What follows belongs to an exercise in optimizing a design on an open flow for small area, a short achievable clock period and few clock cycles; a production flow would make more cautious choices. RTL that was checked went through simulation tests only; none was proved equivalent to the original. For runs 1 to 5, only the layout was checked, not whether the RTL still works. Power and IR drop assume default switching activity.

`flow/design.v`:
```
`timescale 1ns / 1ps
module SimpleCPU(clk, rst, data_fromRAM, wrEn, addr_toRAM, data_toRAM);
input clk, rst;
input wire [31:0] data_fromRAM;
output wire wrEn;
output wire [9:0] addr_toRAM;
output wire [31:0] data_toRAM;
localparam ADD = 3'd0, NAND = 3'd1, SRL = 3'd2, LT = 3'd3,
           CP  = 3'd4, CPI  = 3'd5, BZJ = 3'd6, MUL = 3'd7;
localparam S_FW  = 3'd0,   
           S_DEC = 3'd1,   
           S_G1  = 3'd2,
           S_G2  = 3'd3,
           S_G3  = 3'd4,
           S_EX  = 3'd5,   
           S_M   = 3'd6,   
           S_BT  = 3'd7;   
reg [2:0]  state;
reg [9:0]  pc;
reg [9:0]  addr;
reg        wr;
reg [2:0]  op;
reg        im;
reg [9:0]  fa;
reg [31:0] r1, r2;
reg [4:0]  cnt;
reg        first, sleft, sodd, sbig;
reg        rs;            
wire       ltf = sodd;    
wire [31:0] d = data_fromRAM;
assign wrEn       = wr & ~rst;
assign addr_toRAM = addr;
assign data_toRAM = r2;
wire [9:0] pc1 = pc + 10'd1;
reg  [1:0]  xsel;    
reg         xand;    
reg         xneg;
reg  [2:0]  ysel;    
reg         cin;
reg  [31:0] ay;
wire [31:0] m1 = ({32{xsel == 2'd1}} & ({32{~xand}} | r2))
               | ({32{xsel == 2'd3}} & {18'd0, 14'h3fff});
wire [31:0] m2 = {32{xsel == 2'd2}};
wire [31:0] ax = ((d & m1) | ({d[30:0], 1'b0} & m2)) ^ {32{xneg}};
always @(*) begin
	case (ysel)
	3'd1: ay = r2;
	3'd2: ay = {r2[29:0], 2'b00};
	3'd3: ay = {1'b0, r2[31:1]};
	3'd4: ay = {2'b00, r2[31:2]};
	default: ay = 32'd0;
	endcase
end
wire [33:0] asum0 = {1'b0, ax, 1'b1} + {1'b0, ay, cin};
wire [32:0] asum = asum0[33:1];
wire       mwin = sleft;
wire [2:0] bd = mwin ? {r1[17:16] & {2{~first}}, r1[15]} : r1[31:29];
wire booth_zero = (bd == 3'b000) || (bd == 3'b111);
wire booth_two  = (bd == 3'b011) || (bd == 3'b100);
wire booth_neg  = bd[2] && !booth_zero;
function [4:0] srl_cnt(input [5:0] n);
	srl_cnt = {1'b0, n[4:1]} + {4'd0, n[0] & ~n[5]};
endfunction
reg [2:0]  state_n;
reg        wr_n;
reg [4:0]  cnt_n;
reg        first_n, sleft_n, sodd_n, sbig_n;
reg        a_A, a_B, a_pc1, a_pc, a_sum;
reg [9:0]  addr_n;
wire dec_big = |d[13:6];
wire g2_big  = |d[31:6];
wire g2_short = ~|d[31:16];
wire dop_is_mul = (d[31:29] == MUL);
wire [4:0] g2_cnt = g2_big ? 5'd0 : srl_cnt(d[5:0]);
wire is_alu = (op == ADD) || (op == NAND) || (op == LT);
always @(*) begin
	state_n   = state;
	wr_n      = 1'b0;
	cnt_n     = cnt - 5'd1;
	first_n   = first;
	sleft_n   = sleft;
	sodd_n    = sodd;
	sbig_n    = sbig;
	a_A       = 1'b0;
	a_B       = 1'b0;
	a_pc1     = 1'b0;
	a_pc      = 1'b0;
	a_sum     = 1'b0;
	xsel      = 2'd0;
	xneg      = 1'b0;
	xand      = 1'b0;
	ysel      = 3'd1;
	cin       = 1'b0;
	case (state)
	S_FW: state_n = S_DEC;
	S_DEC: begin
		xsel      = 2'd3;
		ysel      = 3'd0;
		first_n   = 1'b1;
		sleft_n   = dop_is_mul | d[5];
		sodd_n    = d[0];
		sbig_n    = dec_big;
		cnt_n     = dop_is_mul ? 5'd8 : (dec_big ? 5'd1 : srl_cnt(d[5:0]) + 5'd1);
		if (wr && addr == pc) begin
			a_pc    = 1'b1;
			state_n = S_FW;
		end else if (d[28] && d[31:29] == CP) begin
			a_pc1   = 1'b1;
			state_n = S_EX;
		end else begin
			a_A     = d[28] && d[31:29] != CPI;
			a_B     = !(d[28] && d[31:29] != CPI);
			state_n = S_G1;
		end
	end
	S_G1: begin
		state_n = S_G2;
		if (im && is_alu && op != LT) begin
			a_pc1   = 1'b1;
			state_n = S_EX;
		end else if (im && op == LT) begin
			state_n = S_EX;
		end else if (im && (op == MUL || op == SRL)) begin
			a_pc1   = (cnt == 5'd1);
			state_n = S_M;
		end else if (op == CP) begin
			a_pc1   = 1'b1;
			state_n = S_EX;
		end else if (op == BZJ && !im) begin
			a_pc1   = 1'b1;
		end else if (op == BZJ) begin
			xsel    = 2'd0;
			ysel    = 3'd1;
			a_sum   = 1'b1;
		end
	end
	S_G2: begin
		state_n = S_EX;
		case (op)
		ADD, NAND, LT: begin
			xsel  = 2'd1;
			ysel  = 3'd0;
			a_pc1 = (op != LT);
		end
		MUL: begin
			sleft_n = g2_short;
			cnt_n   = g2_short ? 5'd8 : 5'd15;
			state_n = S_M;
		end
		SRL: begin
			sleft_n = d[5];
			sodd_n  = d[0];
			sbig_n  = g2_big;
			cnt_n   = (g2_cnt == 5'd0) ? 5'd1 : g2_cnt;
			state_n = (g2_cnt == 5'd0) ? S_G3 : S_M;
		end
		CPI: if (im) begin
			xsel  = 2'd1;
			ysel  = 3'd0;
			a_pc1 = 1'b1;
		end else begin
			a_B     = 1'b1;
			state_n = S_G3;
		end
		BZJ: if (im) begin
			xsel    = 2'd1;
			a_sum   = 1'b1;
			state_n = (d[9:0] == 10'd0) ? S_DEC : S_FW;
		end else if (d != 32'd0) begin
			state_n = S_DEC;
		end else begin
			state_n = S_BT;
		end
		default: ;
		endcase
	end
	S_G3: begin
		a_pc1   = 1'b1;
		state_n = (op == SRL) ? S_M : S_EX;
	end
	S_EX: begin
		wr_n    = 1'b1;
		state_n = S_DEC;
		case (op)
		ADD: xsel = 2'd1;
		LT: begin
			xsel    = 2'd1;
			xneg    = 1'b1;
			sodd_n  = asum[32];
			wr_n    = 1'b0;
			a_pc1   = 1'b1;
			cnt_n   = 5'd0;
			state_n = S_M;
		end
		NAND: begin
			xsel  = 2'd1;
			xand  = 1'b1;
			xneg  = 1'b1;
			ysel  = 3'd0;
		end
		CP: if (!im) begin
			xsel  = 2'd1;
			ysel  = 3'd0;
		end
		CPI: if (im) a_B = 1'b1; else begin
			xsel  = 2'd1;
			ysel  = 3'd0;
		end
		default: ;
		endcase
	end
	S_M: begin
		first_n = 1'b0;
		if (op == LT) begin
			ysel     = 3'd0;
			cin      = ltf;
		end else if (op == MUL) begin
			xsel     = booth_zero ? 2'd0 : (booth_two ? 2'd2 : 2'd1);
			xneg     = booth_neg;
			cin      = booth_neg;
			ysel     = first ? 3'd0 : 3'd2;
		end else if (sbig) begin
			ysel  = 3'd0;
		end else if (first) begin
			xsel  = (sleft && sodd) ? 2'd2 : 2'd1;
			ysel  = 3'd0;
		end else begin
			ysel   = sleft ? 3'd2 : (sodd ? 3'd3 : 3'd4);
			sodd_n = 1'b0;
		end
		a_pc1 = (cnt == 5'd1);
		if (cnt == 5'd0) begin
			wr_n    = 1'b1;
			state_n = S_DEC;
		end
	end
	S_BT: begin
		first_n = 1'b0;
		if (!first) begin
			a_B     = 1'b1;
			state_n = S_FW;
		end
	end
	endcase
	if (rst) wr_n = 1'b0;
	if (rs) begin
		state_n = S_FW;
		wr_n    = 1'b0;
	end
	addr_n = ({10{a_A}}   & d[23:14])
	       | ({10{a_B}}   & d[9:0])
	       | ({10{a_pc1}} & pc1)
	       | ({10{a_pc}}  & pc)
	       | ({10{a_sum}} & asum[9:0])
	       | ({10{!(a_A || a_B || a_pc1 || a_pc || a_sum)}} & fa);
	if (rs) addr_n = 10'd0;
end
always @(posedge clk) begin
	state <= state_n;
	addr  <= addr_n;
	if (rs || a_pc1 || a_sum || (state == S_BT && !first)) pc <= addr_n;
	rs    <= rst;
	wr    <= wr_n;
	cnt   <= cnt_n;
	first <= first_n;
	sleft <= sleft_n;
	sodd  <= sodd_n;
	sbig  <= sbig_n;
	if (state == S_DEC) begin
		op <= d[31:29];
		im <= d[28];
		fa <= d[23:14];
	end
	if (state == S_DEC || state == S_G2) r1 <= d;
	else                                 r1 <= {r1[29:0], 2'b00};
	r2    <= asum[31:0];
end
endmodule
```
`flow/flow/run.sh`:
```
#!/bin/bash
# Standard ORFS layout, with repair_timing aiming past the clock period the
# SDC states so that the achieved period gets as short as the design allows,
# and plain buffers on the ports.
set -euo pipefail
export SETUP_SLACK_MARGIN=5.5
export CTS_ARGS="-sink_clustering_enable -repair_clock_nets -dont_use_dummy_load"
export BUFFER_PORTS_ARGS="-buffer_cell sky130_fd_sc_hd__buf_2"
bash standard.sh > standard.log 2>&1
```
`flow/standard.sh`:
```
#!/bin/bash
# synth_recipe.tcl (not shown) runs the flow's synth.tcl, then flattens the netlist and writes it again
# the make line also repeats each setting of config.mk as NAME=value (left out here)
make -C /OpenROAD-flow-scripts/flow DESIGN_CONFIG=/design/flow/config.mk WORK_HOME=/design/flow/orfs CLKGATE_MAP_FILE= SYNTH_SCRIPT=/design/flow/synth_recipe.tcl "${@:-finish}"
```
`flow/config.mk`:
```
export PLATFORM = sky130hd
export DESIGN_NAME = SimpleCPU
export DESIGN_NICKNAME = SimpleCPU
export VERILOG_FILES = /design/flow/design.v
export SDC_FILE = /design/flow/constraint.sdc
export NUM_CORES = 4
export LEC_CHECK = 0
export CAP_MARGIN = 20
export CORE_MARGIN = 2
export CORE_UTILIZATION = 40
export SLEW_MARGIN = 20
```
`flow/constraint.sdc`:
```
create_clock -name core_clock -period 10.0 [get_ports {clk}]
set_input_delay 2.0000 -clock core_clock [delete_from_list [all_inputs] [get_ports {clk}]]
set_output_delay 2.0000 -clock core_clock [all_outputs]
set_load 0.01 [all_outputs]
```
==> flow_summary_export.csv, run 1 <==
group,metric,value,unit
run_status,outcome,"complete, no violations",
critical_path,crit_fanout,5,
min_path,hold_path.class,"register to register",
floorplanning,die_h,147,um
synth,synthTopCellsByArea,"dfxtp_1, edfxtp_1, nand2_1",
critical_path,cp.required,10290,ps
synth,synth_area_leader_cell,"dfxtp_1",
synth,synth_cells,1054,
synth,synth.avg_cell_area,7.80,um2
place,gp_congestion,0.928,
critical_path,r2r_slack,5640,ps
timing,finalCritPeriodShare,0.439,
power,power_density,285,nW/um2
layout,area_delta_synth_final,15.3,%
synth,async_flop_share,0,
floorplanning,io_pins,77,
power,power_leakage,0.00408,uW
routing,routedWlPerCell,20.0,um
clock_network,clock_latency,360,ps
clock_network,cts.sinks,112,
place,dpl.hpwl,19100,um
synth,synthTopCellsByCount,"nand2_1, a21oi_1, dfxtp_1, xnor2_1, o21ai_0",
routing,via_count,8357,
clock_network,cts_buffer_depth,2,
timing,fin_crit,4390,ps
power,vdd.ir_drop.worst,0.119,mV
synth,yosysSeqAreaShare,0.307,
critical_path,crit_path_end_kind,"register",
routing,first_pass_iters,9,
synth,syn_nets,1128,
timing,tightest_slew,898,ps
floorplanning,initial_core_util,0.407,
grt,grt_max_degree,34,
synth,yosysTopAreaCellShare,0.205,
floorplanning,dieArea,21700,um2
timing,tns,0,ps
routing,drt-initial-drc-count,1112,
synth,synth_cell_types,78,
critical_path,start_kind,"input pin",
grt,grt_antenna_before_repair,0,
clock_network,clkTransAtPathRegs,70,ps
floorplanning,rows,52,
grt,grt_pass1_wl,43200,um
synth,ys_ff_latch,112,
flow_run,maxCapViolations,0,
layout,drive_above_1_share,0.169,
routing,via_per_inst,6.07,
clock_network,numCtsBuffers,9,
synth,yosysMostFrequentCell,"nand2_1",
timing,slew_headroom,0.397,
grt,grt_util_all_layers,0.249,
grt,first_global_vias,7665,
routing,wirelength,27500,um
routing,drc_errors,0,
layout,n_antenna_cell,0,
clock_network,cts_tree,"built",
clock_network,clockRootBuffer,"clkbuf_16",
critical_path,cp_data_arrival_time,4680,ps
timing,rsz0062_at_grt,"yes",
synth,synth_edf_count,28,
synth,ys_warn_count,1,
timing,setup_viol,0,
critical_path,path_class,"input pin to register",
place,io_buffers,76,
timing,fmax,228,MHz
floorplanning,die_w,147,um
grt,gr-total-overflow,0,
floorplanning,coreArea,20200,um2
timing,holdWs,410,ps
layout,num-nets-final,1182,
clock_network,htree_levels,3,
timing,report.final.slew_viol_count,0,
synth,synth_ff_type,"dfxtp_1",
timing,hold_viol,0,
timing,skew,11.1,ps
synth,syn-cell-area,8220,um2
clock_network,postCtsHoldBufs,0,
routing,ant_nets,0,
==> power by group <==
group	total (uW)	internal [uW]	leakage [uW]	switching [uW]
clock network	321	160	0.000111	161
registers	937	693	0.000967	244
logic	1440	584	0.00300	857
==> stage by stage <==
| stage | utilization | cell area (um2) | power (uW) | setup slack (ps) | cells |
|---|---|---|---|---|---|
| CTS | 0.456 | 9190 | 2600 | 5510 | 1365 |
| finish | 0.470 | 9480 | 2700 | 5610 | 1376 |
| global route | 0.470 | 9480 | 2890 | 5450 | 1376 |
| detailed placement | 0.434 | 8750 | 2220 | 4830 | 1342 |
| global placement | 0.434 | 8750 | 2220 | 4920 | 1342 |
| floorplan | - | 8220 | 1820 | 5500 | 1054 |
==> flip-flops by register name, summed over array words and instances (netlist names), 3 cells and up <==
name and cells:
addr 10, cnt 5, fa 10, r2 32, op 3, state 3
pc 10, r1 32
==> layer usage <==
metal	global-route usage	share of wire	up-vias
li1	-	-	3937
met5	0	0	-
met1	0.359	0.45	3957
met3	0.0388	0.084	45
met2	0.389	0.44	418
met4	0.0673	0.025	0
==> logic make-up after synthesis <==
group           synth area share
buf+inv                   0.0455
compound gates             0.269
mux                      0.00365
fa+ha+maj                 0.0618
simple gates               0.229
flops                      0.307
xor+xnor                  0.0842
==> final cells by class <==
class / count / area [um2]
flip-flops and latches: 112 / 2530
inverters: 28 / 109
repair buffers: 107 / 649
fillers: 2033 / 10700
multi-input cells: 850 / 5630
well taps: 270 / 338
clock buffers: 9 / 225
==> critical path, stage by stage <==
cell	delay, ps
clkbuf_4	160
o21ai_1	70
a21oi_1	120
a21oi_1	70
xnor2_1	160
ha_1	330
and3_4	200
and3_4	200
a22oi_2	230
o21ai_4	120
o211ai_1	420
a21oi_2	130
or4_1	410
nand3_1	80
==> repair_timing <==
| action | in CTS | in global routing |
|---|---|---|
| buffers inserted | 13 | 11 |
| gates cloned | 1 | 0 |
| resized for setup | 25 | 53 |
| pin swaps | 6 | 32 |
| setup endpoints to repair | 32 | 23 |
==> cells in the final DEF, fill, tap and decap left out, types with 6 or more instances in the layout <==
cell	netlist	final
a21boi_0	10	7
a21o_1	13	13
a21oi_1	109	96
a21oi_2	1	11
a221oi_1	9	6
a222oi_1	33	33
a31oi_1	13	13
and2_1	6	6
and3_1	9	7
buf_2	14	68
buf_4	2	31
clkbuf_16	0	9
clkbuf_4	0	6
dfxtp_1	84	81
edfxtp_1	28	28
ha_1	39	32
inv_1	28	27
nand2_1	221	219
nand2b_1	14	13
nand3_1	22	20
nand4_1	10	10
nor2_1	51	50
nor2b_1	12	11
nor3_1	11	10
nor4_1	9	8
o211a_1	18	18
o211ai_1	6	6
o21ai_0	53	47
o21ai_1	5	9
xnor2_1	64	64
xor2_1	15	15
==> worst paths after layout <==
| check | depth (start not counted) | to | start |
|---|---|---|---|
| max | 14 | r2[31] | data_fromRAM[13] |
| min | 2 | r1[29] | r1[27] |
| max reg2reg | 16 | r2[31] | state[1] |
| min reg2reg | 2 | r1[29] | r1[27] |
==> run 2, diff against run 1 <==
--- a/flow/design.v
+++ b/flow/design.v
@@ -27,10 +27,11 @@
 reg        first, sleft, sodd, sbig;
 reg        rs;            
 wire       ltf = sodd;    
+reg        ltw;           
 wire [31:0] d = data_fromRAM;
 assign wrEn       = wr & ~rst;
 assign addr_toRAM = addr;
-assign data_toRAM = r2;
+assign data_toRAM = ltw ? {31'd0, ltf} : r2;
 wire [9:0] pc1 = pc + 10'd1;
 reg  [1:0]  xsel;    
 reg         xand;    
@@ -115,10 +116,8 @@
 	end
 	S_G1: begin
 		state_n = S_G2;
-		if (im && is_alu && op != LT) begin
-			a_pc1   = 1'b1;
-			state_n = S_EX;
-		end else if (im && op == LT) begin
+		if (im && is_alu) begin
+			a_pc1   = 1'b1;
 			state_n = S_EX;
 		end else if (im && (op == MUL || op == SRL)) begin
 			a_pc1   = (cnt == 5'd1);
@@ -140,7 +139,7 @@
 		ADD, NAND, LT: begin
 			xsel  = 2'd1;
 			ysel  = 3'd0;
-			a_pc1 = (op != LT);
+			a_pc1 = 1'b1;
 		end
 		MUL: begin
 			sleft_n = g2_short;
@@ -187,10 +186,6 @@
 			xsel    = 2'd1;
 			xneg    = 1'b1;
 			sodd_n  = asum[32];
-			wr_n    = 1'b0;
-			a_pc1   = 1'b1;
-			cnt_n   = 5'd0;
-			state_n = S_M;
 		end
 		NAND: begin
 			xsel  = 2'd1;
@@ -211,10 +206,7 @@
 	end
 	S_M: begin
 		first_n = 1'b0;
-		if (op == LT) begin
-			ysel     = 3'd0;
-			cin      = ltf;
-		end else if (op == MUL) begin
+		if (op == MUL) begin
 			xsel     = booth_zero ? 2'd0 : (booth_two ? 2'd2 : 2'd1);
 			xneg     = booth_neg;
 			cin      = booth_neg;
@@ -260,6 +252,7 @@
 	addr  <= addr_n;
 	if (rs || a_pc1 || a_sum || (state == S_BT && !first)) pc <= addr_n;
 	rs    <= rst;
+	ltw   <= (state == S_EX) && (op == LT);
 	wr    <= wr_n;
 	cnt   <= cnt_n;
 	first <= first_n;
==> run 2 against run 1 <==
Net effect: clock power up about 50%; critical endpoint is now sodd; worst hold slack better by 4.8 ps; still clean; largest cell class unchanged; total power down 16%; highest routed layer unchanged; synthesized cell count up 4.1%; first-iteration DRC count down 9.9%; via count up 1.9%; non-clock buffer count down 5; critical path depth down 1; setup slack worse by 0.53 ps; register-to-register slack about the same; fmax about the same; global-route usage up 0.37 points.
==> flow_summary_export.csv, run 2 <==
group,metric,value,unit
run_status,outcome,"complete, no violations",
synth,ys_ff_latch,113,
routing,via_count,8516,
synth,synth_edf_count,28,
timing,hold_viol,0,
grt,first_global_vias,7997,
synth,yosysSeqAreaShare,0.300,
floorplanning,die_h,150,um
power,swShare,0.413,
place,gp_congestion,0.963,
power,p_int,1330,uW
floorplanning,io_pins,77,
power,p_comb_frac,0.428,
floorplanning,initial_core_util,0.406,
critical_path,cp.required,10150,ps
power,switchingPower,934,uW
critical_path,crit_path_end_kind,"register",
clock_network,htree_levels,4,
timing,setup_viol,0,
clock_network,postCtsHoldBufs,0,
clock_network,numCtsBuffers,17,
min_path,hold_path.class,"register to register",
grt,grt_util_all_layers,0.253,
layout,register_area,2550,um2
grt,grt_pass1_wl,44400,um
layout,num-nets-final,1229,
routing,ant_nets,0,
power,power_density,232,nW/um2
timing,holdWs,415,ps
timing,finalCritPeriodShare,0.439,
critical_path,cp_data_arrival_time,4540,ps
synth,synth_cell_types,86,
layout,fin_area,9750,um2
clock_network,clkTransAtPathRegs,50,ps
timing,fin_crit,4390,ps
power,vdd.ir_drop.worst,0.0828,mV
timing,slew_headroom,0.460,
clock_network,cts.sinks,113,
power,power,2260,uW
critical_path,path_class,"input pin to register",
floorplanning,dieArea,22400,um2
routing,wirelength,28100,um
clock_network,clock_latency,430,ps
layout,multiInputGateArea,5750,um2
timing,tns,0,ps
place,dpl.hpwl,20100,um
synth,async_flop_share,0,
grt,grt_max_degree,35,
timing,tightest_slew,807,ps
synth,synthTopCellsByArea,"dfxtp_1, edfxtp_1, nand2_1",
synth,yosysTopAreaCellShare,0.201,
routing,drt-initial-drc-count,1002,
layout,drive_above_1_share,0.147,
critical_path,start_kind,"input pin",
layout,n_antenna_cell,0,
place,io_buffers,76,
timing,rsz0062_at_grt,"yes",
synth,syn_nets,1171,
synth,syn-cell-area,8480,um2
layout,fillers,2079,
synth,synth.avg_cell_area,7.73,um2
floorplanning,die_w,150,um
floorplanning,rows,53,
synth,synthTopCellsByCount,"nand2_1, dfxtp_1, a21oi_1, o21ai_0, nor2_1",
layout,mostFrequentLayoutCell,"nand2_1",
clock_network,clockRootBuffer,"clkbuf_16",
routing,drc_errors,0,
timing,skew,22.1,ps
layout,final_core_util,0.467,
layout,reg.largest.list,"r1 (32), r2 (32)",
floorplanning,coreArea,20900,um2
routing,first_pass_iters,10,
power,seqPwrFrac,0.360,
synth,ys_warn_count,1,
routing,routedWlPerCell,19.7,um
critical_path,crit_fanout,6,
place,postPlaceCellArea,9040,um2
synth,synth_ff_type,"dfxtp_1",
synth,yosysMostFrequentCell,"nand2_1",
power,clockPowerShare,0.212,
synth,synth_area_leader_cell,"dfxtp_1",
power,power_leakage,0.00423,uW
clock_network,cts_tree,"built",
clock_network,cts_buffer_depth,2,
grt,gr-total-overflow,0,
layout,area_delta_synth_final,14.9,%
layout,mostFrequentLayoutCells,"nand2_1, dfxtp_1, a21oi_1, buf_2, o21ai_0",
synth,synth_cells,1097,
timing,report.final.slew_viol_count,0,
timing,fmax,228,MHz
routing,via_per_inst,5.96,
grt,grt_antenna_before_repair,0,
flow_run,maxCapViolations,0,
## run 2: kinds of logic (layout without fill, tap and decap cells)
logic type | after synthesis | count (layout) | synth area share
fa+ha+maj | 40 | 40 | 0.0599
xor+xnor | 80 | 80 | 0.0826
flops | 113 | 113 | 0.300
compound gates | 318 | 318 | 0.251
buf+inv | 86 | 141 | 0.0426
simple gates | 455 | 456 | 0.258
mux | 5 | 5 | 0.00605
## run 2: layout make-up
cell class                      count  area share
Timing Repair Buffer              102      0.0607
Inverter                           22     0.00847
Sequential cell                   113       0.262
Tap cell                          275      0.0353
Clock buffer                       17      0.0437
Multi-Input combinational cell    899       0.590
## run 2: final timing paths
path	start	end	slack (ps)	cells past startpoint
max	data_fromRAM[1]	sodd	5610	13
min	r1[25]	r1[27]	410	2
max reg2reg	op[0]	sodd	5650	17
min reg2reg	r1[25]	r1[27]	410	2
## run 2: routing by layer
layer | global-route usage | vias up | routed length [um]
met1 | 0.351 | 4057 | 12600
li1 | - | 4088 | -
met5 | 0 | - | 0
met2 | 0.397 | 329 | 12700
met3 | 0.0433 | 42 | 2100
met4 | 0.0857 | 0 | 642
## run 2: stage by stage
step | worst slack [ps] | cells
6_report | 5610 | 1428
5_1_grt | 5370 | 1428
4_1_cts | 5530 | 1424
3_5_place_dp | 4530 | 1394
3_3_place_gp | 4660 | 1394
2_1_floorplan | 5510 | 1097
## run 2: what timing repair did
action | CTS | global route
endpoints found under the setup margin | 48 | 20
pin swaps | 2 | 8
buffers inserted | 13 | 3
resized for setup | 10 | 25
cloned | 0 | 1
## run 2: power by group through the flow
stage                     Clock, uW  Sequential (uW)  Combinational [uW]
after CTS                       486              810                 938
after floorplan                   0              744                 688
after detailed placement          0              825                 908
after global routing            505              831                1070
after global placement            0              827                 906
final                           480              814                 970
## run 2: worst max-delay path, stage by stage
cell,delay (ps)
buf_2,180
o21ai_0,110
o21ai_1,150
xor2_1,190
ha_1,310
a21oi_2,200
nor2_1,80
nor4_2,340
a21o_1,250
o221ai_4,140
a211oi_2,260
nor4_1,60
or2_1,240
==> run 3, diff against run 2 <==
--- a/flow/design.v
+++ b/flow/design.v
@@ -26,7 +26,7 @@
 reg [4:0]  cnt;
 reg        first, sleft, sodd, sbig;
 reg        rs;            
-wire       ltf = sodd;    
+reg        ltf;           
 reg        ltw;           
 wire [31:0] d = data_fromRAM;
 assign wrEn       = wr & ~rst;
@@ -185,7 +185,6 @@
 		LT: begin
 			xsel    = 2'd1;
 			xneg    = 1'b1;
-			sodd_n  = asum[32];
 		end
 		NAND: begin
 			xsel  = 2'd1;
@@ -258,6 +257,7 @@
 	first <= first_n;
 	sleft <= sleft_n;
 	sodd  <= sodd_n;
+	ltf   <= asum[32];
 	sbig  <= sbig_n;
 	if (state == S_DEC) begin
 		op <= d[31:29];
==> run 3 against run 2 <==
Net effect: register-to-register slack improved by 30 ps; synthesized cell count decreased by 2.9%; via count decreased by 1.3%; combinational power decreased by 7.7%; area after synthesis decreased by 1.4%; wire length increased by 1.8%; cell area increased by 1.2%; global-route usage decreased by 0.25 points; setup slack improved by 2.4 ps; fmax about the same; critical path depth increased by 1; total power decreased by 4.4%; critical endpoint is now ltf.
==> flow_summary_export.csv, run 3 <==
group,metric,value,unit
run_status,outcome,"complete, no violations",
flow_run,maxCapViolations,0,
synth,synth_cell_types,70,
synth,synth_ff_type,"dfxtp_1",
timing,tightest_slew,1090,ps
synth,synth.avg_cell_area,7.85,um2
layout,drive_above_1_share,0.168,
timing,fin_ws,5610,ps
critical_path,start_kind,"input pin",
floorplanning,initial_core_util,0.411,
layout,fillers,2006,
place,dpl.hpwl,19200,um
routing,first_pass_iters,8,
synth,yosysMostFrequentCell,"nand2_1",
grt,grt_pass1_wl,43000,um
critical_path,cp_data_arrival_time,4740,ps
clock_network,numCtsBuffers,17,
synth,synth_xor_area_frac,0.0953,
critical_path,path_class,"input pin to register",
grt,first_global_vias,7542,
synth,yosysSeqAreaShare,0.306,
clock_network,clock_latency,420,ps
layout,multiInputGateArea,5630,um2
routing,via_count,8407,
power,power_density,219,nW/um2
layout,reg.largest.list,"r1 (32), r2 (32)",
routing,routedWlPerCell,20.3,um
place,io_buffers,76,
synth,ys_ff_latch,114,
critical_path,crit_path_end_kind,"register",
synth,ys_warn_count,1,
place,pre_cts_ws,4500,ps
power,vdd.ir_drop.worst,0.123,mV
timing,fin_crit,4390,ps
grt,grt_max_degree,38,
timing,setup_viol,0,
layout,area_delta_synth_final,17.9,%
grt,grt_util_all_layers,0.250,
power,power_leakage,0.00423,uW
synth,synth_cells,1065,
clock_network,htree_levels,4,
routing,wirelength,28600,um
synth,syn-cell-area,8360,um2
routing,drc_errors,0,
min_path,hold_path.class,"register to register",
synth,synthAdderAreaFrac,0.0607,
floorplanning,coreArea,20400,um2
synth,async_flop_share,0,
timing,finalCritPeriodShare,0.439,
timing,fmax,228,MHz
place,gp_congestion,0.903,
grt,grt_antenna_before_repair,0,
synth,synth_top_family_by_area,"compound AO/OA/AOI/OAI gates",
synth,synth-compound-area-share,0.240,
timing,hold_viol,0,
floorplanning,rows,52,
timing,report.final.slew_viol_count,0,
timing,rsz0062_at_grt,"no",
synth,synth_mux_area_frac,0.0349,
grt,gr-total-overflow,0,
layout,n_antenna_cell,0,
layout,mostFrequentLayoutCell,"nand2_1",
layout,mostFrequentLayoutCells,"nand2_1, o21ai_0, dfxtp_1, buf_2, a21oi_1",
floorplanning,die_w,149,um
timing,tns,0,ps
synth,synth_area_leader_cell,"dfxtp_1",
synth,syn_nets,1139,
layout,num-nets-final,1217,
synth,synth_simple_gate_area_frac,0.224,
synth,synthTopCellsByArea,"dfxtp_1, edfxtp_1, nand2_1",
routing,via_per_inst,5.96,
timing,slew_headroom,0.272,
critical_path,cp.required,10360,ps
routing,drt-initial-drc-count,824,
clock_network,cts.sinks,114,
clock_network,cts_buffer_depth,2,
layout,register_area,2570,um2
floorplanning,io_pins,77,
synth,synthTopCellsByCount,"nand2_1, o21ai_0, dfxtp_1, a21oi_1, nor2_1",
critical_path,crit_fanout,7,
clock_network,cts_tree,"built",
synth,synth_edf_count,28,
routing,ant_nets,0,
floorplanning,die_h,149,um
timing,skew,17.1,ps
floorplanning,dieArea,22100,um2
synth,yosysTopAreaCellShare,0.206,
clock_network,postCtsHoldBufs,0,
clock_network,clockRootBuffer,"clkbuf_16",
clock_network,clkTransAtPathRegs,50,ps
[run 3: cell types whose count changed in the layout (fill, tap and decap cells not counted), moves of 11 or more]
cell and delta:
o21ai_0 +37, nand2_1 -34, mux2i_1 +24, buf_4 +15
a21oi_1 -17, a222oi_1 -23, nor2_1 -11, a22oi_1 +32
[run 3: area by class of cell]
class / count / area share
Multi-Input combinational cell: 874 / 0.572
Clock buffer: 17 / 0.0432
Timing Repair Buffer: 121 / 0.0841
Sequential cell: 114 / 0.261
Tap cell: 270 / 0.0343
Inverter: 15 / 0.00571
[run 3: worst max-delay path, stage by stage]
cell	delay, ps
buf_6	110
o21ai_0	90
nor2_1	190
xnor2_2	170
inv_2	80
ha_4	270
nand3_4	60
o31ai_4	310
o21ai_2	120
o31a_1	340
o41ai_4	350
a31oi_1	150
or3_1	370
a21oi_2	130
[run 3: metal layers]
layer / up-vias / GRT usage / share of wire
met5: - / 0 / 0
met4: 0 / 0.0962 / 0.029
met3: 61 / 0.0405 / 0.076
met2: 399 / 0.387 / 0.45
met1: 3974 / 0.351 / 0.45
li1: 3973 / - / -
[run 3: repair_timing]
item                                    in CTS  in global routing
endpoints found under the setup margin      44                 25
setup buffers                               11                 24
gates resized for setup                     17                 49
pin swaps                                    4                 21
gates cloned                                 0                  3
[run 3: worst paths after layout]
kind	start	endpoint	slack [ps]	cells after the start
setup reg to reg	op[2]	ltf	5680	17
hold / removal	r1[2]	r1[4]	420	2
hold reg to reg	r1[2]	r1[4]	420	2
setup / recovery	data_fromRAM[0]	ltf	5610	14
[run 3: through the flow]
stage	cells	hold slack (ps)	util	instance area (um2)	power, uW
floorplan	1065	399	-	8360	1330
global placement	1356	404	0.436	8890	1610
detailed placement	1356	405	0.436	8890	1610
CTS	1384	419	0.464	9440	2110
global route	1411	438	0.484	9860	2290
finish	1411	416	0.484	9860	2160
[run 3: cell families (layout without fill, tap and decap cells)]
family / Yosys count / in the layout
muxes: 29 / 29
DFF: 114 / 114
xor gates and xnor gates: 91 / 91
adders and majority gates: 40 / 40
and+or+nand+nor: 395 / 395
AOI/OAI and AO/OA: 319 / 319
buffers and inverters: 77 / 153
[run 3: power breakdown]
group	internal [uW]	leakage (uW)	switching (uW)
combinational	390	0.00303	505
sequential	614	0.000988	175
clock	292	0.000209	189
==> run 4, diff against run 3 <==
--- a/flow/design.v
+++ b/flow/design.v
@@ -26,7 +26,7 @@
 reg [4:0]  cnt;
 reg        first, sleft, sodd, sbig;
 reg        rs;            
-reg        ltf;           
+wire       ltf = sodd;    
 reg        ltw;           
 wire [31:0] d = data_fromRAM;
 assign wrEn       = wr & ~rst;
@@ -150,8 +150,9 @@
 			sleft_n = d[5];
 			sodd_n  = d[0];
 			sbig_n  = g2_big;
-			cnt_n   = (g2_cnt == 5'd0) ? 5'd1 : g2_cnt;
-			state_n = (g2_cnt == 5'd0) ? S_G3 : S_M;
+			cnt_n   = g2_cnt;
+			a_pc1   = (g2_cnt == 5'd0);
+			state_n = S_M;
 		end
 		CPI: if (im) begin
 			xsel  = 2'd1;
@@ -175,7 +176,7 @@
 	end
 	S_G3: begin
 		a_pc1   = 1'b1;
-		state_n = (op == SRL) ? S_M : S_EX;
+		state_n = S_EX;
 	end
 	S_EX: begin
 		wr_n    = 1'b1;
@@ -185,6 +186,7 @@
 		LT: begin
 			xsel    = 2'd1;
 			xneg    = 1'b1;
+			sodd_n  = asum[32];
 		end
 		NAND: begin
 			xsel  = 2'd1;
@@ -257,7 +259,6 @@
 	first <= first_n;
 	sleft <= sleft_n;
 	sodd  <= sodd_n;
-	ltf   <= asum[32];
 	sbig  <= sbig_n;
 	if (state == S_DEC) begin
 		op <= d[31:29];
==> run 4 against run 3 <==
Net effect: still clean; cell area shrank 0.99%; setup slack lost 96 ps; via count grew 0.26%; total power grew 21%; worst hold slack lost 0.98 ps; largest cell class unchanged.
==> flow_summary_export.csv, run 4 <==
group,metric,value,unit
floorplanning,die_w,148,um
grt,first_global_vias,7513,
timing,fin_ws,5520,ps
routing,drt-initial-drc-count,913,
timing,tightest_slew,775,ps
flow_run,maxCapViolations,0,
critical_path,start_kind,"input pin",
place,gp_congestion,0.901,
layout,area_delta_synth_final,17.3,%
timing,skew,13.8,ps
clock_network,clkTransAtPathRegs,50,ps
clock_network,cts_buffer_depth,2,
timing,setup_viol,0,
synth,syn_nets,1138,
routing,wirelength,28100,um
grt,gr-total-overflow,0,
routing,via_count,8429,
critical_path,crit_path_end_kind,"register",
run_status,outcome,"complete, no violations",
floorplanning,dieArea,22000,um2
critical_path,cp_data_arrival_time,4640,ps
routing,ant_nets,0,
synth,synth_cell_types,76,
power,power_leakage,0.00423,uW
layout,register_area,2550,um2
routing,first_pass_iters,8,
routing,drc_errors,0,
timing,tns,0,ps
synth,yosysMostFrequentCell,"nand2_1",
clock_network,clock_latency,420,ps
synth,synthTopCellsByCount,"nand2_1, dfxtp_1, a21oi_1, nor2_1, o21ai_0",
grt,grt_max_degree,39,
clock_network,htree_levels,4,
synth,ys_warn_count,1,
floorplanning,io_pins,77,
power,vdd.ir_drop.worst,0.136,mV
floorplanning,die_h,148,um
floorplanning,initial_core_util,0.410,
synth,synth_edf_count,28,
timing,finalCritPeriodShare,0.448,
clock_network,numCtsBuffers,17,
layout,fillers,2042,
layout,drive_above_1_share,0.162,
synth,synth_cells,1065,
timing,fin_crit,4480,ps
critical_path,cp.required,10150,ps
layout,final-instance-count-excl-fill,1409,
synth,yosysSeqAreaShare,0.306,
place,pre_cts_ws,4840,ps
clock_network,cts.sinks,113,
min_path,hold_path.class,"register to register",
timing,hold_viol,0,
layout,n_antenna_cell,0,
layout,multiInputGateArea,5580,um2
layout,fin_area,9760,um2
place,dpl.hpwl,19300,um
place,postPlaceCellArea,8900,um2
floorplanning,coreArea,20300,um2
grt,grt_pass1_wl,42700,um
clock_network,postCtsHoldBufs,0,
synth,synth_area_leader_cell,"dfxtp_1",
clock_network,clockRootBuffer,"clkbuf_16",
synth,syn-cell-area,8320,um2
synth,yosysTopAreaCellShare,0.205,
power,power_density,269,nW/um2
timing,slew_headroom,0.483,
layout,mostFrequentLayoutCells,"nand2_1, dfxtp_1, a21oi_1, buf_2, nor2_1",
synth,ys_ff_latch,113,
layout,num-nets-final,1214,
timing,fmax,223,MHz
synth,synth.avg_cell_area,7.81,um2
grt,grt_antenna_before_repair,0,
routing,routedWlPerCell,20.0,um
synth,async_flop_share,0,
critical_path,path_class,"input pin to register",
layout,reg.largest.list,"r1 (32), r2 (32)",
floorplanning,rows,52,
place,io_buffers,76,
critical_path,crit_fanout,6,
layout,mostFrequentLayoutCell,"nand2_1",
routing,via_per_inst,5.98,
place,place_inst,1356,
synth,synthTopCellsByArea,"dfxtp_1, edfxtp_1, nand2_1",
clock_network,cts_tree,"built",
grt,grt_util_all_layers,0.249,
timing,report.final.slew_viol_count,0,
timing,rsz0062_at_grt,"yes",
synth,synth_ff_type,"dfxtp_1",
==> run 4: report_power, final <==
group / internal, uW / switching, uW / total, uW / leakage (uW)
logic: 538 / 742 / 1280 / 0.00304
registers: 668 / 195 / 864 / 0.000980
clock network: 292 / 186 / 478 / 0.000209
total: 1500 / 1120 / 2620 / 0.00423
==> run 4: layout make-up <==
class,instances,share of cell area
Multi-Input combinational cell,868,0.572
Timing Repair Buffer,121,0.0801
Sequential cell,113,0.262
Tap cell,270,0.0346
Clock buffer,17,0.0436
Inverter,20,0.00795
==> run 4: what timing repair did <==
item,CTS,global route
resized for setup,10,43
buffers inserted,8,26
gates cloned,0,2
endpoints found under the setup margin,32,41
pin swaps,1,19
==> run 4: critical path: stages <==
cell      delay, ps
buf_2           190
o21ai_0         110
nor2_1          100
a21oi_1          60
xnor2_1         150
ha_1            400
a21oi_1         210
o21ai_0         130
a22o_2          320
a221oi_2        350
a211oi_2        120
nor2b_2         180
o31a_1          220
o31ai_1         100
==> run 4: logic make-up (layout without fill, tap and decap cells) <==
logic type      count (synthesis)  after routing  synth area share
buf+inv                        85            158            0.0415
fa+ha+maj                      39             39            0.0596
flops                         113            113             0.306
compound gates                291            291             0.238
xor+xnor                       84             84            0.0903
mux                             3              3           0.00391
simple gates                  450            451             0.261
==> run 4: through the flow <==
| step | power, uW | hold slack [ps] | utilization |
|---|---|---|---|
| floorplan | 1690 | 399 | - |
| global placement | 2050 | 403 | 0.438 |
| detailed placement | 2050 | 407 | 0.438 |
| CTS | 2550 | 413 | 0.464 |
| global route | 2810 | 441 | 0.481 |
| finish | 2620 | 415 | 0.481 |
==> run 4: final timing paths <==
path	from	end	slack, ps	cells after the start
hold reg to reg	r1[0]	r1[2]	410	2
hold / removal	r1[0]	r1[2]	410	2
setup / recovery	data_fromRAM[1]	sodd	5520	14
setup reg to reg	state[0]	r2[31]	5640	19
==> run 4: metal layers <==
| metal | global-route usage | up-vias | wire, um |
|---|---|---|---|
| li1 | - | 4023 | - |
| met1 | 0.348 | 3954 | 12300 |
| met2 | 0.388 | 407 | 12600 |
| met3 | 0.0451 | 45 | 2340 |
| met4 | 0.0843 | 0 | 859 |
| met5 | 0 | - | 0 |
==> run 5, diff against run 4 <==
--- a/flow/flow/run.sh
+++ b/flow/flow/run.sh
@@ -4,6 +4,6 @@
 # and plain buffers on the ports.
 set -euo pipefail
 export SETUP_SLACK_MARGIN=5.5
-export CTS_ARGS="-sink_clustering_enable -repair_clock_nets -dont_use_dummy_load"
+export CTS_ARGS="-sink_clustering_enable -repair_clock_nets -dont_use_dummy_load -sink_clustering_size 10 -sink_clustering_max_diameter 35 -buf_list sky130_fd_sc_hd__clkbuf_8"
 export BUFFER_PORTS_ARGS="-buffer_cell sky130_fd_sc_hd__buf_2"
 bash standard.sh > standard.log 2>&1
==> run 5 against run 4 <==
Net effect: still clean; wire length is 0.44% higher; setup slack worse by 3.1 ps; cell area is 2.1% lower; sequential share of layout area is 0.55 points higher; area after synthesis stayed put; flip-flop and latch count stayed put; fmax hardly changed; critical path depth stayed put; clock skew is 1.7 ps lower; count of clock-buffer cells in the layout stayed put; non-clock buffer count is 2 lower; combinational power hardly changed; critical path type unchanged; largest power group unchanged.
==> flow_summary_export.csv, run 5 <==
group,metric,value,unit
synth,yosysSeqAreaShare,0.306,
layout,area_delta_synth_final,14.9,%
layout,mostFrequentLayoutCells,"nand2_1, dfxtp_1, a21oi_1, buf_2, nor2_1",
clock_network,clkTransAtPathRegs,60,ps
critical_path,path_buf_inv,1,
synth,async_flop_share,0,
critical_path,crit_path_end_kind,"register",
clock_network,numCtsBuffers,17,
critical_path,crit_slowest_cell,"ha_1",
timing,report.final.slew_viol_count,0,
routing,via_count,8387,
critical_path,path_class,"input pin to register",
clock_network,cts.sinks,113,
timing,tns,0,ps
place,io_buffers,76,
synth,synth_cells,1065,
floorplanning,initial_core_util,0.410,
synth,yosysMostFrequentCell,"nand2_1",
synth,synth.avg_cell_area,7.81,um2
critical_path,worstPathCellList,"buf_2 > o21ai_0 > nor2_1 > a21oi_1 > xnor2_1 > ha_1 > a21oi_1 > o21ai_0 > a22o_2 > or2_1 > a221oi_1 > xnor2_1 > nand2_1 > a31oi_1",
flow_run,maxCapViolations,0,
min_path,holdCritStartpoint,"r1[0]",
grt,grt_antenna_before_repair,0,
critical_path,cp.required,10260,ps
critical_path,cp_data_arrival_time,4750,ps
synth,synth_cell_types,76,
power,vdd.ir_drop.worst,0.123,mV
layout,multiInputGateArea,5580,um2
routing,routedWlPerCell,20.1,um
routing,wirelength,28200,um
grt,grt_pass1_wl,42700,um
synth,ys_ff_latch,113,
grt,grt_max_degree,39,
synth,synth_ff_type,"dfxtp_1",
place,gp_congestion,0.901,
critical_path,r2r_slack,5620,ps
layout,reg.largest.list,"r1 (32), r2 (32)",
critical_path,r2r-start,"state[0]",
timing,fin_ws,5510,ps
timing,slew_headroom,0.487,
clock_network,cts_buffer_depth,2,
critical_path,rr_worst_depth,18,
floorplanning,die_h,148,um
floorplanning,coreArea,20300,um2
floorplanning,rows,52,
min_path,hold_path.class,"register to register",
synth,synthTopCellsByCount,"nand2_1, dfxtp_1, a21oi_1, nor2_1, o21ai_0",
clock_network,htree_levels,4,
clock_network,clockRootBuffer,"clkbuf_8",
routing,drc_errors,0,
timing,skew,12.0,ps
synth,synth_edf_count,28,
clock_network,postCtsHoldBufs,0,
floorplanning,die_w,148,um
place,postPlaceCellArea,8900,um2
timing,hold_viol,0,
layout,mostFrequentLayoutCell,"nand2_1",
critical_path,start_kind,"input pin",
synth,ys_warn_count,1,
place,pre_cts_ws,4840,ps
timing,fin_crit,4490,ps
routing,ant_nets,0,
grt,grt_util_all_layers,0.249,
timing,holdWs,420,ps
routing,drt-initial-drc-count,916,
synth,synthTopCellsByArea,"dfxtp_1, edfxtp_1, nand2_1",
layout,final-instance-count-excl-fill,1407,
critical_path,critical-path-max-stage-delay,390,ps
synth,syn-cell-area,8320,um2
layout,num-nets-final,1212,
routing,first_pass_iters,6,
run_status,outcome,"complete, no violations",
synth,yosysTopAreaCellShare,0.205,
power,power_density,256,nW/um2
timing,tightest_slew,769,ps
synth,syn_nets,1138,
layout,drive_above_1_share,0.159,
place,place_inst,1356,
place,dpl.hpwl,19300,um
routing,via_per_inst,5.96,
timing,finalCritPeriodShare,0.449,
synth,synth_area_leader_cell,"dfxtp_1",
layout,fin_area,9560,um2
layout,fillers,2062,
timing,fmax,223,MHz
floorplanning,dieArea,22000,um2
timing,rsz0062_at_grt,"yes",
grt,gr-total-overflow,0,
critical_path,critPathTopFamily,"compound AO/OA/AOI/OAI gates",
power,power_leakage,0.00414,uW
min_path,min_path_cells,2,
floorplanning,io_pins,77,
grt,first_global_vias,7521,
clock_network,cts_tree,"built",
critical_path,crit_fanout,6,
timing,setup_viol,0,
critical_path,r2r_end,"r2[31]",
clock_network,clock_latency,450,ps
layout,register_area,2550,um2
min_path,min_to,"r1[2]",
layout,n_antenna_cell,0,
[run 5: layout make-up]
class                      instances  area share
inverter                          20     0.00812
sequential                       113       0.267
multi-input combinational        868       0.584
clock buffer                      17      0.0245
tap                              270      0.0353
timing repair buffer             119      0.0813
[run 5: worst max path at each step]
stage,to,from,slack [ps],cells past startpoint
global route,pc[8],data_fromRAM[1],5370,14
floorplan,r2[31],data_fromRAM[4],5500,14
CTS,r2[31],state[1],5450,18
finish,pc[8],data_fromRAM[1],5510,14
detailed placement,r2[31],state[1],4840,18
global placement,r2[31],state[1],4940,18
[run 5: kinds of logic after synthesis]
kind of cell | after synthesis | share of synthesized area
xor gates and xnor gates | 84 | 0.0903
DFF | 113 | 0.306
adders and majority gates | 39 | 0.0596
buffers and inverters | 85 | 0.0415
and+or+nand+nor | 450 | 0.261
muxes | 3 | 0.00391
AOI/OAI and AO/OA | 291 | 0.238
[run 5: worst reg2reg max path, delay by kind of cell, from the launching register on]
family	cells	cell delay, ps
and+or+nand+nor	7	1460
AOI/OAI and AO/OA	5	900
buffers and inverters	4	730
adders and majority gates	1	470
DFF	1	400
xor gates and xnor gates	1	290
[run 5: routing by layer]
layer,vias up,GRT usage,routed length [um],share of wire
met5,-,0,0,0
met2,379,0.388,12700,0.45
met3,50,0.0396,2060,0.073
met4,0,0.0852,848,0.030
li1,4011,-,-,-
met1,3947,0.350,12600,0.45
[run 5: power by group]
group | internal (uW) | leakage, uW | switching (uW) | total [uW]
sequential | 667 | 0.000980 | 195 | 863
clock | 149 | 0.000122 | 169 | 318
combinational | 529 | 0.00304 | 741 | 1270
[run 5: stage by stage]
step	util	total power [uW]
finish	0.471	2450
global route	0.471	2630
CTS	0.454	2390
detailed placement	0.438	2050
global placement	0.438	2050
floorplan	-	1690
[run 5: repair_timing]
item,in CTS,in global routing
resized for setup,10,44
endpoints found under the setup margin,32,29
gates cloned,0,2
buffers inserted,7,25
hold endpoints to repair,0,0
pin swaps,1,18
==> run 6, diff against run 5 <==
--- a/flow/design.v
+++ b/flow/design.v
@@ -27,11 +27,10 @@
 reg        first, sleft, sodd, sbig;
 reg        rs;            
 wire       ltf = sodd;    
-reg        ltw;           
 wire [31:0] d = data_fromRAM;
 assign wrEn       = wr & ~rst;
 assign addr_toRAM = addr;
-assign data_toRAM = ltw ? {31'd0, ltf} : r2;
+assign data_toRAM = r2;
 wire [9:0] pc1 = pc + 10'd1;
 reg  [1:0]  xsel;    
 reg         xand;    
@@ -116,8 +115,10 @@
 	end
 	S_G1: begin
 		state_n = S_G2;
-		if (im && is_alu) begin
-			a_pc1   = 1'b1;
+		if (im && is_alu && op != LT) begin
+			a_pc1   = 1'b1;
+			state_n = S_EX;
+		end else if (im && op == LT) begin
 			state_n = S_EX;
 		end else if (im && (op == MUL || op == SRL)) begin
 			a_pc1   = (cnt == 5'd1);
@@ -139,7 +140,7 @@
 		ADD, NAND, LT: begin
 			xsel  = 2'd1;
 			ysel  = 3'd0;
-			a_pc1 = 1'b1;
+			a_pc1 = (op != LT);
 		end
 		MUL: begin
 			sleft_n = g2_short;
@@ -187,6 +188,10 @@
 			xsel    = 2'd1;
 			xneg    = 1'b1;
 			sodd_n  = asum[32];
+			wr_n    = 1'b0;
+			a_pc1   = 1'b1;
+			cnt_n   = 5'd0;
+			state_n = S_M;
 		end
 		NAND: begin
 			xsel  = 2'd1;
@@ -207,7 +212,10 @@
 	end
 	S_M: begin
 		first_n = 1'b0;
-		if (op == MUL) begin
+		if (op == LT) begin
+			ysel     = 3'd0;
+			cin      = ltf;
+		end else if (op == MUL) begin
 			xsel     = booth_zero ? 2'd0 : (booth_two ? 2'd2 : 2'd1);
 			xneg     = booth_neg;
 			cin      = booth_neg;
@@ -253,7 +261,6 @@
 	addr  <= addr_n;
 	if (rs || a_pc1 || a_sum || (state == S_BT && !first)) pc <= addr_n;
 	rs    <= rst;
-	ltw   <= (state == S_EX) && (op == LT);
 	wr    <= wr_n;
 	cnt   <= cnt_n;
 	first <= first_n;
==> flow/flow/run.sh (replaced) <==
#!/bin/bash
# Standard ORFS layout, with repair_timing aiming past the clock period the
# SDC states so that the achieved period gets as short as the design allows,
# and plain buffers on the ports.
set -euo pipefail
export SETUP_SLACK_MARGIN=5.5
export CTS_ARGS="-sink_clustering_enable -repair_clock_nets -dont_use_dummy_load -sink_clustering_size 10 -sink_clustering_max_diameter 40 -buf_list sky130_fd_sc_hd__clkbuf_8"
export BUFFER_PORTS_ARGS="-buffer_cell sky130_fd_sc_hd__buf_2"
bash standard.sh > standard.log 2>&1
==> run 6 against run 5 <==
Net effect: die area decreased by 1.9%; global-route usage decreased by 1.0 points; sequential power decreased by 7.9%; flip-flop and latch count decreased by 1; combinational power decreased by 29%; highest routed layer unchanged.
==> flow_summary_export.csv, run 6 <==
group,metric,value,unit
synth,synth_cells,952,
min_path,hold_path.class,"register to register",
critical_path,crit_fanout,6,
routing,first_pass_iters,6,
routing,via_per_inst,6.13,
synth,yosysTopAreaCellShare,0.206,
timing,rsz0062_at_grt,"yes",
layout,fillers,1982,
place,place_inst,1251,
grt,first_global_vias,7140,
layout,drive_above_1_share,0.196,
timing,hold_viol,0,
critical_path,path_class,"input pin to register",
critical_path,crit_path_end_kind,"register",
grt,grt_pass1_wl,40800,um
place,gp_congestion,0.958,
power,seqPwrFrac,0.414,
synth,ys_ff_latch,112,
critical_path,crit_slowest_cell,"or3_1",
floorplanning,dieArea,21600,um2
power,swShare,0.425,
grt,grt_util_all_layers,0.239,
synth,async_flop_share,0,
synth,synth_cell_types,67,
layout,n_antenna_cell,0,
grt,use_met1,0.342,
synth,yosysMostFrequentCell,"nor2_1",
power,clockPowerShare,0.118,
timing,slew_headroom,0.341,
floorplanning,io_pins,77,
synth,synthTopCellsByArea,"dfxtp_1, edfxtp_1, xnor2_1",
layout,final-instance-count-excl-fill,1283,
timing,tns,0,ps
synth,syn_nets,1026,
timing,fin_crit,4470,ps
critical_path,cp_common_cell,"a31oi_4",
synth,syn-cell-area,8160,um2
clock_network,htree_levels,3,
timing,fmax,224,MHz
layout,mostFrequentLayoutCells,"nor2_1, dfxtp_1, nand2_1, a21oi_1, buf_2",
floorplanning,coreArea,20100,um2
layout,mostFrequentLayoutCell,"nor2_1",
synth,synthTopCellsByCount,"nor2_1, dfxtp_1, a21oi_1, nand2_1, xnor2_1",
layout,reg.largest.list,"r1 (32), r2 (32)",
place,dpl.hpwl,18600,um
routing,drc_errors,0,
layout,multiInputGateArea,5550,um2
critical_path,worstPathCellList,"clkbuf_4 > o21a_1 > a22oi_2 > xnor2_1 > ha_1 > and2_1 > a221o_1 > a21oi_2 > o21ai_2 > a31oi_4 > o41ai_4 > a31oi_4 > nor4b_1 > or3_1",
routing,ant_nets,0,
layout,area_delta_synth_final,14.0,%
grt,use_met2,0.369,
critical_path,start_kind,"input pin",
grt,grt_util_met3,0.0286,
timing,skew,40.5,ps
power,power_density,206,nW/um2
synth,synth_area_leader_cell,"dfxtp_1",
routing,via_count,7859,
clock_network,numCtsBuffers,9,
power,switchingPower,815,uW
clock_network,cts_buffer_depth,2,
routing,routedWlPerCell,20.6,um
timing,report.final.slew_viol_count,0,
critical_path,cp.required,10270,ps
synth,synth_edf_count,28,
power,p_int,1100,uW
floorplanning,initial_core_util,0.406,
floorplanning,die_w,147,um
synth,synth.avg_cell_area,8.57,um2
place,io_buffers,76,
power,vdd.ir_drop.worst,0.0779,mV
synth,yosysSeqAreaShare,0.309,
timing,finalCritPeriodShare,0.447,
flow_run,maxCapViolations,0,
critical_path,cp_data_arrival_time,4740,ps
clock_network,clockRootBuffer,"clkbuf_8",
synth,ys_warn_count,1,
clock_network,clock_latency,400,ps
timing,setup_viol,0,
routing,wirelength,26400,um
critical_path,critical-path-max-stage-delay,370,ps
run_status,outcome,"complete, no violations",
synth,synth_ff_type,"dfxtp_1",
power,power_leakage,0.00398,uW
grt,gr-total-overflow,0,
grt,grt_antenna_before_repair,0,
floorplanning,rows,52,
routing,drt-initial-drc-count,714,
grt,grt_max_degree,39,
clock_network,cts.sinks,112,
clock_network,clkTransAtPathRegs,100,ps
layout,num-nets-final,1089,
grt,grt.busiest_layer,"met2",
power,p_comb_frac,0.467,
clock_network,cts_tree,"built",
timing,tightest_slew,989,ps
timing,holdWs,453,ps
layout,register_area,2530,um2
floorplanning,die_h,147,um
[run 6: changes by cell type in the layout (fill, tap and decap cells not counted), moves of 19 or more]
cell,previous run,this run
o2bb2ai_1,19,0
o211a_1,0,20
xnor2_1,40,64
mux2_2,2,30
nor2_1,63,83
mux2i_1,1,30
nand2_1,208,77
xor2_1,42,23
nor2b_1,41,9
a222oi_1,30,9
a221o_1,2,30
[run 6: cells by family (layout without fill, tap and decap cells)]
logic type                 count (synthesis)  in the layout  share of synthesized area
AOI/OAI and AO/OA                        296            296                      0.260
DFF                                      112            112                      0.309
xor gates and xnor gates                  87             87                     0.0934
muxes                                     60             60                     0.0782
and+or+nand+nor                          279            279                      0.161
adders and majority gates                 40             40                     0.0623
buffers and inverters                     78            139                     0.0360
[run 6: worst max-delay path, delay by kind of cell]
family	cells	cell delay, ps
AOI/OAI and AO/OA	8	1510
xor gates and xnor gates	1	140
and+or+nand+nor	3	620
adders and majority gates	1	290
buffers and inverters	1	170
[run 6: power by group through the flow]
stage | logic [uW] | clock network (uW) | registers (uW)
after floorplan | 595 | 0 | 760
after global placement | 833 | 0 | 804
after detailed placement | 835 | 0 | 803
after CTS | 852 | 234 | 793
after global routing | 982 | 247 | 814
final | 897 | 227 | 795
[run 6: final timing paths]
check	start	endpoint	slack, ps	cells after the start
max	data_fromRAM[7]	r2[27]	5530	14
min	r1[28]	r1[30]	450	1
max reg2reg	sleft	r2[27]	5680	17
min reg2reg	r1[28]	r1[30]	450	1
[run 6: layout make-up]
class,instances,share of cell area
Multi-Input combinational cell,762,0.597
Tap cell,270,0.0363
Sequential cell,112,0.272
Clock buffer,9,0.0133
Inverter,17,0.00686
Timing Repair Buffer,113,0.0746
[run 6: timing repair]
action	CTS	global route
cloned	0	1
hold buffers	0	0
pin swaps	3	21
setup endpoints to repair	30	22
setup buffers	7	15
resized for setup	16	35
[run 6: metal layers]
metal | vias up | routed length, um | part of all wire
li1 | 3688 | - | -
met1 | 3777 | 12100 | 0.46
met2 | 343 | 11800 | 0.45
met3 | 51 | 1700 | 0.064
met4 | 0 | 750 | 0.028
met5 | - | 0 | 0
[run 6: metrics by stage]
step,setup WS (ps),power (uW),utilization,cell area (um2)
finish,5530,1920,0.463,9300
global placement,4640,1640,0.437,8790
global route,5460,2040,0.463,9300
detailed placement,4680,1640,0.437,8790
floorplan,5350,1350,-,8200
CTS,5460,1880,0.450,9050
Testbench counts of run 6, summed over its fixed seeds: cycles 205,053.
==> run 7, diff against run 6 <==
==> flow/flow/run.sh (replaced) <==
#!/bin/bash
# Standard ORFS layout, with repair_timing aiming past the clock period the
# SDC states so that the achieved period gets as short as the design allows,
# and plain buffers on the ports.
set -euo pipefail
export SETUP_SLACK_MARGIN=5.5
export CTS_ARGS="-sink_clustering_enable -repair_clock_nets -dont_use_dummy_load -sink_clustering_size 16 -sink_clustering_max_diameter 50 -buf_list {sky130_fd_sc_hd__clkbuf_8 sky130_fd_sc_hd__clkbuf_16}"
export BUFFER_PORTS_ARGS="-buffer_cell sky130_fd_sc_hd__buf_2"
bash standard.sh > standard.log 2>&1
==> run 7 against run 6 <==
Net effect: core utilization rose by 0.77 points; critical path type unchanged; still clean on timing, DRC and antenna; register-to-register slack improved by 30 ps; critical path depth did not move; setup slack improved by 31 ps.
==> flow_summary_export.csv, run 7 <==
group,metric,value,unit
critical_path,r2r-start,"state[0]",
routing,drt-initial-drc-count,699,
critical_path,crit_fanout,6,
clock_network,cts.sinks,112,
timing,slew_headroom,0.345,
floorplanning,coreArea,20100,um2
power,p_comb_frac,0.450,
layout,drive_above_1_share,0.203,
power,swShare,0.411,
critical_path,cp_common_cell,"a31oi_4",
timing,fin_crit,4430,ps
flow_run,maxCapViolations,0,
power,p_int,1190,uW
synth,syn_nets,1026,
critical_path,rr_worst_depth,16,
timing,fin_ws,5570,ps
routing,wirelength,26500,um
layout,mostFrequentLayoutCells,"dfxtp_1, nor2_1, nand2_1, a21oi_1, buf_2",
timing,tightest_slew,983,ps
grt,gr-total-overflow,0,
routing,routedWlPerCell,20.6,um
power,power_leakage,0.00405,uW
power,seqPwrFrac,0.393,
critical_path,cp_data_arrival_time,4670,ps
synth,async_flop_share,0,
clock_network,clockRootBuffer,"clkbuf_16",
power,clockPowerShare,0.156,
critical_path,crit_slowest_cell,"or3_1",
synth,synthTopCellsByCount,"nor2_1, dfxtp_1, a21oi_1, nand2_1, xnor2_1",
timing,hold_viol,0,
routing,via_count,7885,
grt,grt_max_degree,39,
floorplanning,rows,52,
floorplanning,dieArea,21600,um2
timing,rsz0062_at_grt,"yes",
synth,synth_area_leader_cell,"dfxtp_1",
clock_network,clock_latency,360,ps
routing,ant_nets,0,
synth,synth_edf_count,28,
floorplanning,initial_core_util,0.406,
floorplanning,die_w,147,um
critical_path,critical-path-max-stage-delay,370,ps
grt,grt_util_all_layers,0.239,
critical_path,r2r_slack,5710,ps
synth,yosysSeqAreaShare,0.309,
synth,ys_warn_count,1,
timing,setup_viol,0,
synth,synth_cell_types,67,
place,pre_cts_ws,4680,ps
synth,syn-cell-area,8160,um2
critical_path,worstSetupStartpoint,"data_fromRAM[7]",
clock_network,clkTransAtPathRegs,70,ps
timing,skew,25.2,ps
power,power_density,214,nW/um2
routing,drc_errors,0,
layout,final_core_util,0.470,
min_path,hold_path.class,"register to register",
timing,finalCritPeriodShare,0.443,
synth,yosysMostFrequentCell,"nor2_1",
power,switchingPower,831,uW
layout,mostFrequentLayoutCell,"dfxtp_1",
place,io_buffers,76,
critical_path,endpoint,"r2[27]",
floorplanning,die_h,147,um
synth,yosysTopAreaCellShare,0.206,
clock_network,cts_tree,"built",
critical_path,worstPathCellList,"buf_4 > o21a_1 > a22oi_2 > xnor2_1 > ha_1 > and2_4 > a221o_1 > a21oi_2 > o21ai_2 > a31oi_4 > o41ai_4 > a31oi_4 > nor4b_1 > or3_1",
clock_network,cts_buffer_depth,2,
synth,synth_cells,952,
layout,reg.largest.list,"r1 (32), r2 (32)",
layout,num-nets-final,1091,
synth,synthTopCellsByArea,"dfxtp_1, edfxtp_1, xnor2_1",
layout,n_antenna_cell,0,
clock_network,htree_levels,3,
place,gp_congestion,0.958,
critical_path,r2r_end,"r2[27]",
min_path,min_path_cells,1,
place,dpl.hpwl,18600,um
timing,fmax,225,MHz
routing,first_pass_iters,7,
critical_path,crit_path_end_kind,"register",
timing,report.final.slew_viol_count,0,
grt,grt_antenna_before_repair,0,
synth,ys_ff_latch,112,
grt,first_global_vias,7184,
run_status,outcome,"complete, no violations",
layout,area_delta_synth_final,15.9,%
floorplanning,io_pins,77,
critical_path,start_kind,"input pin",
clock_network,postCtsHoldBufs,0,
power,vdd.ir_drop.worst,0.0806,mV
critical_path,path_class,"input pin to register",
routing,via_per_inst,6.14,
synth,synth.avg_cell_area,8.57,um2
critical_path,cp.required,10240,ps
synth,synth_ff_type,"dfxtp_1",
grt,grt_pass1_wl,41000,um
timing,tns,0,ps
clock_network,numCtsBuffers,9,
[run 7: changes by cell type in the layout (fill, tap and decap cells not counted), sizes merged]
| cell | change |
|---|---|
| buf | +5 |
| clkbuf | -3 |
[run 7: what timing repair did]
item | in CTS | in global routing
resized for setup | 19 | 41
pin swaps | 6 | 26
gates cloned | 0 | 1
setup endpoints to repair | 39 | 37
buffers inserted | 10 | 14
[run 7: worst max-delay path, delay by kind of cell]
family	cells	cell delay [ps]
adder cells (fa/ha/maj)	1	340
AND/OR/NAND/NOR	3	600
XOR/XNOR	1	100
buffers and inverters	1	150
AO/OA/AOI/OAI	8	1470
[run 7: worst min path at each step]
stage | startpoint | end | slack (ps)
floorplan | r1[24] | r1[26] | 430
global placement | r1[27] | r1[29] | 440
global route | r1[27] | r1[29] | 460
finish | r1[28] | r1[30] | 450
detailed placement | r1[14] | r1[16] | 440
CTS | r1[26] | r1[28] | 460
[run 7: cells by family after synthesis]
group                    Yosys count  synth area share
XOR/XNOR                          87            0.0934
adder cells (fa/ha/maj)           40            0.0623
AO/OA/AOI/OAI                    296             0.260
buffers and inverters             78            0.0360
multiplexers                      60            0.0782
AND/OR/NAND/NOR                  279             0.161
flip-flops                       112             0.309
[run 7: through the flow]
step                      area (um2)  hold WS [ps]  instances  total power, uW
after floorplan                 8200           433        952             1350
after global placement          8790           436       1251             1640
after detailed placement        8790           440       1251             1640
after CTS                       9190           456       1270             1970
after global routing            9460           465       1285             2140
final                           9460           452       1285             2020
[run 7: final cells by class]
class,instances,area (um2)
Tap cell,270,338
Sequential cell,112,2530
Timing Repair Buffer,115,716
Clock buffer,9,225
Multi-Input combinational cell,762,5590
Inverter,17,63.8
Fill cell,1976,10600
[run 7: power by group through the flow]
stage | Combinational (uW) | Clock, uW | Sequential [uW]
CTS | 854 | 320 | 794
global placement | 833 | 0 | 804
detailed placement | 835 | 0 | 803
floorplan | 595 | 0 | 760
finish | 910 | 316 | 795
global route | 993 | 334 | 814
[run 7: routing by layer]
metal,vias to the layer above,share of wire,track usage
met4,0,0.033,0.101
met1,3794,0.45,0.341
met2,345,0.45,0.371
li1,3689,-,-
met5,-,0,0
met3,57,0.067,0.0230

-- what the ideal ports hide --
Ports are ideal in the flow. The routed layouts listed here were re-timed in OpenROAD. Step 1 assumes that a clkbuf_16 drives the clock port and a buf_2 every other input. Step 2 adds t to the input delays and takes it off the output delays; t is the mean of the earliest and latest rising clock arrival at the registers after step 1. Input paths then give back, and output paths get back, about the clock's delay inside the block. Slacks: ideal ports / drivers / drivers and shift; pairs: ideal ports / drivers.
| run | shift t [ns] | setup WS [ns] | hold slack, ns | worst setup path after step 2 |
|---|---|---|---|---|
| run 1 | 0.397 | 5.610 / 5.623 / 5.227 | 0.410 / 0.410 / 0.410 | input to register |
| run 2 | 0.462 | 5.610 / 5.625 / 5.164 | 0.415 / 0.415 / 0.415 | input to register |
| run 3 | 0.458 | 5.612 / 5.616 / 5.158 | 0.416 / 0.416 / 0.416 | input to register |
| run 4 | 0.455 | 5.516 / 5.534 / 5.079 | 0.415 / 0.415 / 0.415 | input to register |
| run 5 | 0.479 | 5.513 / 5.527 / 5.048 | 0.420 / 0.420 / 0.420 | input to register |
| run 6 | 0.418 | 5.535 / 5.546 / 5.128 | 0.453 / 0.453 / 0.453 | input to register |
| run 7 | 0.397 | 5.565 / 5.586 / 5.189 | 0.452 / 0.452 / 0.452 | input to register |
After both steps every run listed still meets setup and hold. The setup slack of run 5, which loses most, moves by +0.014 ns with the drivers and by -0.465 ns with both steps.
